Source: an optimization exercise on an open RTL-to-GDS flow (aim: small area and a short achievable clock period). Production flows keep margins and buffers that such runs may drop. Function was checked by simulation only, so behaviour that the tests miss may differ from the original. No activity file was given, so power comes from the tool's default toggle rates.

## mul
module mul(
    input         mul_clk,
    input         resetn,
    input         mul_signed,
    input  [31:0] x,
    input  [31:0] y,
    input         de_to_ex_valid,
    input         ex_allowin,
    output [63:0] result
);
    wire en = de_to_ex_valid & ex_allowin;
    wire n0 = mul_signed & x[31];
    wire n1 = mul_signed & y[31];
    wire n2 = y[1] & ~y[0];
    wire n3 = (y[0] & x[0]) ^ y[1];
    wire n4 = ((y[0] & x[1]) | (n2 & x[0])) ^ y[1];
    wire n5 = ((y[0] & x[2]) | (n2 & x[1])) ^ y[1];
    wire n6 = ((y[0] & x[3]) | (n2 & x[2])) ^ y[1];
    wire n7 = ((y[0] & x[4]) | (n2 & x[3])) ^ y[1];
    wire n8 = ((y[0] & x[5]) | (n2 & x[4])) ^ y[1];
    wire n9 = ((y[0] & x[6]) | (n2 & x[5])) ^ y[1];
    wire n10 = ((y[0] & x[7]) | (n2 & x[6])) ^ y[1];
    wire n11 = ((y[0] & x[8]) | (n2 & x[7])) ^ y[1];
    wire n12 = ((y[0] & x[9]) | (n2 & x[8])) ^ y[1];
    wire n13 = ((y[0] & x[10]) | (n2 & x[9])) ^ y[1];
    wire n14 = ((y[0] & x[11]) | (n2 & x[10])) ^ y[1];
    wire n15 = ((y[0] & x[12]) | (n2 & x[11])) ^ y[1];
    wire n16 = ((y[0] & x[13]) | (n2 & x[12])) ^ y[1];
    wire n17 = ((y[0] & x[14]) | (n2 & x[13])) ^ y[1];
    wire n18 = ((y[0] & x[15]) | (n2 & x[14])) ^ y[1];
    wire n19 = ((y[0] & x[16]) | (n2 & x[15])) ^ y[1];
    wire n20 = ((y[0] & x[17]) | (n2 & x[16])) ^ y[1];
    wire n21 = ((y[0] & x[18]) | (n2 & x[17])) ^ y[1];
    wire n22 = ((y[0] & x[19]) | (n2 & x[18])) ^ y[1];
    wire n23 = ((y[0] & x[20]) | (n2 & x[19])) ^ y[1];
    wire n24 = ((y[0] & x[21]) | (n2 & x[20])) ^ y[1];
  ...
For scale: ~3000 cells after synthesis, ~150 flip-flops, roughly 130 I/O pins.
==> flow/config.mk <==
export PLATFORM = sky130hd
export DESIGN_NAME = mul
export DESIGN_NICKNAME = mul
export VERILOG_FILES = /design/flow/design.v
export SDC_FILE = /design/flow/constraint.sdc
export NUM_CORES = 4
export LEC_CHECK = 0
export CAP_MARGIN = 20
export CORE_MARGIN = 2
export CORE_UTILIZATION = 40
export SLEW_MARGIN = 20
==> flow/constraint.sdc <==
create_clock -name core_clock -period 12.0 [get_ports {mul_clk}]
set_input_delay 2.4000 -clock core_clock [delete_from_list [all_inputs] [get_ports {mul_clk}]]
set_output_delay 2.4000 -clock core_clock [all_outputs]
set_load 0.01 [all_outputs]
standard.sh (not shown) runs the stock make flow with config.mk's settings and CLKGATE_MAP_FILE= SYNTH_SCRIPT=/design/flow/synth_recipe.tcl, a recipe that flattens the netlist after the stock synthesis.
==> flow/flow/run.sh <==
#!/bin/bash
# The standard ORFS layout, with extra make settings:
#  - SYNTH_ARGS=-noabc: no abc -fast before full-adder extraction, so the
#    carry-save tree maps onto full-adder cells without polarity inverters
#  - ABC_AREA=1: area-oriented technology mapping
#  - SETUP_SLACK_MARGIN: repair timing towards a shorter period than the clock
#  - port buffers of a fixed, stronger type
set -euo pipefail
MARGIN=${MARGIN:-6}
bash standard.sh finish \
  SYNTH_ARGS=-noabc \
  ABC_AREA=1 \
  SETUP_SLACK_MARGIN=$MARGIN \
  "BUFFER_PORTS_ARGS=-buffer_cell sky130_fd_sc_hd__buf_4" > make_finish.log 2>&1
The first run finished clean.
Change:
==> flow/run.sh (new file) <==
#!/bin/bash
# synth_recipe.tcl (not shown) runs the flow's synth.tcl, then flattens the netlist and writes it again
# the make line also repeats each setting of config.mk as NAME=value (left out here)
make -C /OpenROAD-flow-scripts/flow DESIGN_CONFIG=/design/flow/config.mk WORK_HOME=/design/flow/orfs CLKGATE_MAP_FILE= SYNTH_SCRIPT=/design/flow/synth_recipe.tcl finish
ABC_AREA = 1   (was not set)
removed: flow/flow/run.sh
removed: flow/standard.sh
Routed wire length is lower by a few percent; setup slack is worse by 1800 ps; power drops slightly; cell area climbs slightly; sequential power barely changes; die area rises by a few percent; synthesized cell count went up by roughly a tenth; utilization falls by 1.7 points; non-clock buffer count is lower by 37; clock-buffer cell count came out higher by 1; via count is about the same.

## afterwards: timing with drivers on the ports
The results above use ideal ports. As a check the final layouts listed here were re-extracted and re-timed, cells and wires unchanged.
Step 1, drivers: a clkbuf_16 drives mul_clk and a buf_2 each remaining input, both assumed.
Step 2 also shifts input and output timing later by t, the mid clock arrival at the registers, as if the neighbouring blocks saw the same clock.
Slacks: no drivers / after step 1 / after step 2; pairs: no drivers / after step 1.
run	t (ns)	slack for setup (ns)	worst hold slack (ns)	clock arrival spread, ns	pins driven straight from the clock port
the first run	0.542	5.993 / 5.918 / 5.376	2.432 / 2.428 / 2.846	0.022 / 0.022	1
the second run	0.557	4.234 / 4.275 / 3.718	2.607 / 2.559 / 3.117	0.014 / 0.013	1
After both steps setup and hold are still met in every run listed. For the first run, which loses most, drivers alone change the setup slack by -0.075 ns; drivers and shift together by -0.617 ns.
